This design comes from an exercise in tuning for small area and a short achievable clock period on the open sky130 flow, not from production work. The RTL was checked by simulation tests, not by an equivalence proof against the original design. Power is estimated from default activity; no workload was simulated.

== old ==
// top
module top(
	input wire clk,
	input wire rst,
	input wire [2:0] left,
	input wire [2:0] right,
	output wire [9:0] tmds_ch0,
	output wire [9:0] tmds_ch1,
	output wire [9:0] tmds_ch2,
	output wire [5:0] leds
);
	assign leds[5:0] = {left, right};
	reg [9:0] x;
	reg [9:0] y;
	always @(posedge clk) begin
		if (rst) begin
			x <= 0;
			y <= 0;
		end else if (x == 10'd799) begin
			x <= 0;
			y <= y == 10'd524 ? 10'd0 : y + 10'd1;
		end else x <= x + 10'd1;
	end
	wire [2:0] cls;
	gol gol(clk, rst, left, right, x, y, cls);
	reg [2:0] cls1;
	localparam [2:0] CK = 3'd0, CW = 3'd1, CG = 3'd2, CL = 3'd3, CR = 3'd4, CX = 3'd7;
	always @(posedge clk) cls1 <= rst ? CX : cls;
	wire x0 = x == 10'd0;
	wire de_p = x >= 10'd1 && x <= 10'd640 && y < 10'd480;
	wire hs_p = !(x >= 10'd657 && x <= 10'd752);
	wire vs_p = !((y == 10'd490 && x >= 10'd657) || y == 10'd491 || y == 10'd492 || (y == 10'd493 && x0));
	reg [2:0] c2;
	reg de2, vs2, hs2;
	always @(posedge clk) begin
		c2 <= cls1;
		de2 <= de_p;
		vs2 <= vs_p;
		hs2 <= hs_p;
	end
	wire rst_c = c2 == CX;
	wire inv_r, inv_g, inv_b;
	tmds_r r_t(clk, rst_c, c2, inv_r);
	tmds_g g_t(clk, rst_c, c2, inv_g);
	tmds_b b_t(clk, rst_c, c2, inv_b);
	reg [8:0] qm_r, qm_g, qm_b;
	always @(*) begin
		case (c2)
			CK: begin qm_r = 9'h100; qm_g = 9'h100; qm_b = 9'h100; end
			CW: begin qm_r = 9'h0ff; qm_g = 9'h0ff; qm_b = 9'h0ff; end
			CG: begin qm_r = 9'h108; qm_g = 9'h1f8; qm_b = 9'h1fe; end
			CL: begin qm_r = 9'h17b; qm_g = 9'h13d; qm_b = 9'h023; end
			default: begin qm_r = 9'h13d; qm_g = 9'h023; qm_b = 9'h07e; end
		endcase
	end
	wire [9:0] r_enc = {inv_r, qm_r[8], qm_r[7:0] ^ {8{inv_r}}};
	wire [9:0] g_enc = {inv_g, qm_g[8], qm_g[7:0] ^ {8{inv_g}}};
	wire [9:0] b_enc = {inv_b, qm_b[8], qm_b[7:0] ^ {8{inv_b}}};
	reg [9:0] ctl;
	always @(*) begin
		case ({vs2, hs2})
			2'b00: ctl = 10'b1101010100;
  ...
Size: roughly 1200 cells after synthesis, ~210 flip-flops, ~44 I/O pins, about 0.010 mm² of cells after synthesis.
==> module gol, before the edit <==
module gol(
	input wire clk,
	input wire rst,
	input wire [2:0] left,
	input wire [2:0] right,
	input wire [9:0] x,
	input wire [9:0] y,
	output reg [2:0] cls
);
	function automatic life(input [1:0] vl, input [1:0] vr, input [1:0] u, input self);
		reg [3:0] n;
		begin
			n = vl + vr + u;
			life = n == 4'd3 || (n == 4'd2 && self);
		end
	endfunction
	function automatic [1:0] vsum(input a, input b, input c);
		vsum = a + b + c;
	endfunction
	function automatic [1:0] hsum(input a, input b);
		hsum = a + b;
	endfunction
	reg [10:0] dc;
	always @(posedge clk) begin
		if (rst) dc <= 0;
		else dc <= dc[10] ? 11'd0 : dc + 11'd1;
	end
	wire step = dc == 11'd1023;
	wire turn = dc >= 11'd1014 && dc <= 11'd1022;
	reg [71:0] ring;
	wire [7:0] rrow[0:8];
	genvar gp;
	generate
		for (gp = 0; gp < 9; gp = gp + 1) begin : rr
			assign rrow[gp] = ring[gp*8 +: 8];
		end
	endgenerate
	wire [1:0] ev_v[0:9];
	wire [8:1] ev;
	genvar gc;
	generate
		assign ev_v[0] = 2'd0;
		assign ev_v[9] = 2'd0;
		for (gc = 1; gc <= 8; gc = gc + 1) begin : evv
			assign ev_v[gc] = vsum(rrow[1][gc-1], rrow[2][gc-1], rrow[3][gc-1]);
		end
		for (gc = 1; gc <= 8; gc = gc + 1) begin : evc
			assign ev[gc] = life(ev_v[gc-1], ev_v[gc+1], hsum(rrow[1][gc-1], rrow[3][gc-1]), rrow[2][gc-1]);
		end
	endgenerate
	reg [5:0] q[0:8];
	reg [1:0] z[0:3];
	integer i;
	always @(posedge clk) begin
		q[0] <= ev[7:2];
		for (i = 1; i < 9; i = i + 1) q[i] <= q[i-1];
		z[0] <= {ev[8], ev[1]};
		for (i = 1; i < 4; i = i + 1) z[i] <= z[i-1];
	end
	wire [4:0] el, er;
	wire [1:0] lv[2:6];
	wire [1:0] rv[2:6];
	assign lv[2] = vsum(1'b0, 1'b0, left[0]);
	assign lv[3] = vsum(1'b0, left[0], left[1]);
	assign lv[4] = vsum(left[0], left[1], left[2]);
	assign lv[5] = vsum(left[1], left[2], 1'b0);
	assign lv[6] = vsum(left[2], 1'b0, 1'b0);
	assign rv[2] = vsum(1'b0, 1'b0, right[0]);
	assign rv[3] = vsum(1'b0, right[0], right[1]);
	assign rv[4] = vsum(right[0], right[1], right[2]);
	assign rv[5] = vsum(right[1], right[2], 1'b0);
	assign rv[6] = vsum(right[2], 1'b0, 1'b0);
	generate
		for (gp = 2; gp <= 6; gp = gp + 1) begin : edge_cells
			wire [1:0] u1 = hsum(rrow[gp-1][0], rrow[gp+1][0]);
			wire [1:0] v2 = vsum(rrow[gp-1][1], rrow[gp][1], rrow[gp+1][1]);
			wire [1:0] v7 = vsum(rrow[gp-1][6], rrow[gp][6], rrow[gp+1][6]);
			wire [1:0] u8 = hsum(rrow[gp-1][7], rrow[gp+1][7]);
			assign el[gp-2] = life(lv[gp], v2, u1, rrow[gp][0]);
			assign er[gp-2] = life(v7, rv[gp], u8, rrow[gp][7]);
		end
	endgenerate
	wire [71:0] nb;
	generate
		for (gp = 0; gp < 9; gp = gp + 1) begin : nbr
			if (gp >= 2 && gp <= 6) begin : mid
				assign nb[gp*8 +: 8] = {er[gp-2], q[(10 - gp) % 9], el[gp-2]};
			end else begin : outer
				assign nb[gp*8 +: 8] = {z[(10 - gp) % 9][1], q[(10 - gp) % 9], z[(10 - gp) % 9][0]};
			end
		end
	endgenerate
	localparam [71:0] GLIDER = (72'd1 << (6*8 + 6-1)) | (72'd1 << (7*8 + 7-1))
		| (72'd1 << (8*8 + 5-1)) | (72'd1 << (8*8 + 6-1)) | (72'd1 << (8*8 + 7-1));
	always @(posedge clk) begin
		if (rst) ring <= GLIDER;
		else if (step) ring <= nb;
		else if (turn) ring <= {ring[7:0], ring[71:8]};
	end
	function automatic [2:0] tri_count(input [71:0] bb, input integer c);
		tri_count = (bb[0*8+c-1] & bb[1*8+c-1] & bb[2*8+c-1])
			+ (bb[1*8+c-1] & bb[2*8+c-1] & bb[3*8+c-1])
			+ (bb[5*8+c-1] & bb[6*8+c-1] & bb[7*8+c-1])
			+ (bb[6*8+c-1] & bb[7*8+c-1] & bb[8*8+c-1])
			+ (bb[7*8+c-1] & bb[8*8+c-1] & bb[0*8+c-1]);
	endfunction
	reg [8:0] l_score, r_score;
	always @(posedge clk) begin
		if (rst) begin
			l_score <= 0;
			r_score <= 0;
		end else if (step) begin
			r_score <= r_score + tri_count(ring, 1);
			l_score <= l_score + tri_count(ring, 8);
		end
	end
	wire [4:0] xc = x[9:5];
	wire [4:0] yc = y[9:5];
	wire grid = x[4:0] == 0 || y[4:0] == 0;
	wire yin = yc >= 3 && yc <= 11;
	wire [3:0] row = yc - 5'd3;
	wire [3:0] col = xc - 5'd5;
	reg [3:0] pos;
	wire row_up = x == 10'd799 && y[4:0] == 5'd31;
	wire frame_up = x == 10'd799 && y == 10'd524;
	always @(posedge clk) begin
		if (rst) pos <= 4'd6;
		else case ({row_up, frame_up, turn})
			3'b100, 3'b011: pos <= pos == 4'd8 ? 4'd0 : pos + 4'd1;
			3'b010: pos <= pos >= 4'd7 ? pos - 4'd7 : pos + 4'd2;
			3'b001: pos <= pos == 4'd0 ? 4'd8 : pos - 4'd1;
			default: pos <= pos;
		endcase
	end
	reg alive;
	always @(*) begin
		alive = 1'b0;
		for (int r = 0; r < 9; r++)
			for (int c = 1; c < 9; c++)
				alive = alive | (pos == r && col == c && rrow[r][c-1]);
		alive = alive | (col == 0 && ((row == 3 && left[0]) || (row == 4 && left[1]) || (row == 5 && left[2])));
		alive = alive | (col == 9 && ((row == 3 && right[0]) || (row == 4 && right[1]) || (row == 5 && right[2])));
	end
	localparam [2:0] CK = 3'd0, CW = 3'd1, CG = 3'd2, CL = 3'd3, CR = 3'd4, CX = 3'd7;
	always @(*) begin
		if (grid) cls = CG;
		else if (xc == 1 && yin) cls = l_score[row] ? CL : CK;
		else if (xc == 18 && yin) cls = r_score[row] ? CR : CK;
		else if (xc < 5 || xc > 14 || !yin) cls = CK;
		else cls = alive ? CK : CW;
	end
endmodule
export LEC_CHECK = 0
export CAP_MARGIN = 20
export CORE_MARGIN = 2
export CORE_UTILIZATION = 60
export PLACE_DENSITY = 0.8
export SLEW_MARGIN = 20
create_clock -name core_clock -period 14.0 [get_ports {clk}]
standard.sh (not shown) runs the stock make flow with config.mk's settings and CLKGATE_MAP_FILE= SYNTH_SCRIPT=/design/flow/synth_recipe.tcl, a recipe that flattens the netlist after the stock synthesis.
==> flow/flow/run.sh <==
#!/bin/bash
# The standard layout (standard.sh: ORFS with the standard flow's synthesis script
# and steps), with these changes:
#  - synthesis maps the logic with flow/abc.script, an area-oriented ABC
#    script, in place of ORFS's abc_speed.script (a copy of ORFS's scripts
#    folder with that one file replaced), and without the adder step
#    (ADDER_MAP_FILE empty), so ABC maps all of the logic. The registers
#    and their names are those of the standard synthesis;
#  - the port buffers are sky130_fd_sc_hd__buf_1 rather than the cell
#    buffer_ports picks by itself (a slow clkdlybuf4s50_1).
#  - clock tree synthesis inserts no dummy loads;
#  - repair_timing aims for 8.2 ns of setup slack (SETUP_SLACK_MARGIN), so
#    it sizes up the few gates and buffers on the longest paths.
# ORFS's own logs are under orfs/logs; make's output is in flow_standard.log.
set -euo pipefail
cd "$(dirname "$0")/.."
rm -rf scripts_abc
cp -r "$FLOW_HOME/scripts" scripts_abc
cp flow/abc.script scripts_abc/abc_speed.script
export BUFFER_PORTS_ARGS="-buffer_cell sky130_fd_sc_hd__buf_1"
export CTS_ARGS="-sink_clustering_enable -repair_clock_nets -sink_clustering_size 16 -sink_clustering_max_diameter 60 -buf_list sky130_fd_sc_hd__clkbuf_8 -dont_use_dummy_load"
bash standard.sh SCRIPTS_DIR="$PWD/scripts_abc" ADDER_MAP_FILE= SETUP_SLACK_MARGIN=8.2 finish > flow_standard.log 2>&1
==> flow/flow/abc.script <==
strash
&get -n
&st
&dch -f
&nf -R 1000
&put
mfs2 -a
strash
&get -n
&st
&dch -f
&nf -R 1000
&put
mfs2 -a
strash
&get -n
&st
&dch -f
&nf -R 1000
&put
mfs2 -a
strash
&get -n
&st
&dch -f
&nf -R 1000
&put
topo
What new does differently from old at the input level:
--- a/flow/design.v
+++ b/flow/design.v
@@ -82,12 +82,12 @@
 	endgenerate
 	wire [1:0] ev_v[0:9];
 	wire [8:1] ev;
 	genvar gc;
 	generate
-		assign ev_v[0] = 2'd0;
-		assign ev_v[9] = 2'd0;
+		assign ev_v[0] = {1'b0, step && left[0]};
+		assign ev_v[9] = {1'b0, step && right[0]};
 		for (gc = 1; gc <= 8; gc = gc + 1) begin : evv
 			assign ev_v[gc] = vsum(rrow[1][gc-1], rrow[2][gc-1], rrow[3][gc-1]);
 		end
 		for (gc = 1; gc <= 8; gc = gc + 1) begin : evc
 			assign ev[gc] = life(ev_v[gc-1], ev_v[gc+1], hsum(rrow[1][gc-1], rrow[3][gc-1]), rrow[2][gc-1]);
@@ -101,24 +101,24 @@
 		for (i = 1; i < 9; i = i + 1) q[i] <= q[i-1];
 		z[0] <= {ev[8], ev[1]};
 		for (i = 1; i < 4; i = i + 1) z[i] <= z[i-1];
 	end
 	wire [4:0] el, er;
-	wire [1:0] lv[2:6];
-	wire [1:0] rv[2:6];
-	assign lv[2] = vsum(1'b0, 1'b0, left[0]);
+	wire [1:0] lv[3:6];
+	wire [1:0] rv[3:6];
 	assign lv[3] = vsum(1'b0, left[0], left[1]);
 	assign lv[4] = vsum(left[0], left[1], left[2]);
 	assign lv[5] = vsum(left[1], left[2], 1'b0);
 	assign lv[6] = vsum(left[2], 1'b0, 1'b0);
-	assign rv[2] = vsum(1'b0, 1'b0, right[0]);
 	assign rv[3] = vsum(1'b0, right[0], right[1]);
 	assign rv[4] = vsum(right[0], right[1], right[2]);
 	assign rv[5] = vsum(right[1], right[2], 1'b0);
 	assign rv[6] = vsum(right[2], 1'b0, 1'b0);
 	generate
-		for (gp = 2; gp <= 6; gp = gp + 1) begin : edge_cells
+		assign el[0] = ev[1];
+		assign er[0] = ev[8];
+		for (gp = 3; gp <= 6; gp = gp + 1) begin : edge_cells
 			wire [1:0] u1 = hsum(rrow[gp-1][0], rrow[gp+1][0]);
 			wire [1:0] v2 = vsum(rrow[gp-1][1], rrow[gp][1], rrow[gp+1][1]);
 			wire [1:0] v7 = vsum(rrow[gp-1][6], rrow[gp][6], rrow[gp+1][6]);
 			wire [1:0] u8 = hsum(rrow[gp-1][7], rrow[gp+1][7]);
 			assign el[gp-2] = life(lv[gp], v2, u1, rrow[gp][0]);
Findings:
- Compared with old, new shows synthesized net count higher by about 0.4%.
- Aggregate global-route resource usage down 0.77 points in new wrt old
- Lower final worst slack was reported by new, not old.
- Compared new vs old, and combinational power is down in new.
- Re hold-critical path depth: no difference whatsoever between new and old.
- Run comparison: old commonest non-fill, non-tap cell in the layout sky130_fd_sc_hd__dfxtp_1; new commonest non-fill, non-tap cell in the layout sky130_fd_sc_hd__nor2_1
- old vs new, dominant combinational cell family by area after synthesis: compound AO/OA/AOI/OAI gates vs simple AND/OR/NAND/NOR gates
- [compare] base=old new=new: met2 layer usage reported by global route has decreased, utilization has increased, area of the die has decreased, total power has decreased, fmax has remained practically unchanged.
- The sequential portion of the cell area on old is in line with that on new.
- new and old ended up with roughly the same final cell count.
- Comparing new and old, count of non-CTS inverters in the layout is higher on old.
- Looking only at total wire length, and setting everything else aside, the lower value of new and old goes to new.

[what the ideal ports hide]
No port has a modelled driver above. Below, the same layouts with a new extraction and two added sets of constraints. Step 1, drivers: a clkbuf_16 drives clk and a buf_2 each remaining input, both assumed. Step 2 moves the port delays by t, midway between the first and last clock arrival at a register: inputs arrive t later, outputs are due t later. That takes back most of the time a late clock gives input paths. Slacks: ideal / step 1 / step 2; pairs: ideal / step 1.
run	t (ns)	setup slack, ns	worst hold slack (ns)
old	0.537	8.190 / 8.135 / 8.135	0.334 / 0.334 / 0.334
new	0.531	8.173 / 8.126 / 8.108	0.331 / 0.331 / 0.331
After both steps every run listed still meets setup and hold. The setup slack of new, which loses most, moves by -0.047 ns with the drivers and by -0.065 ns with both steps.
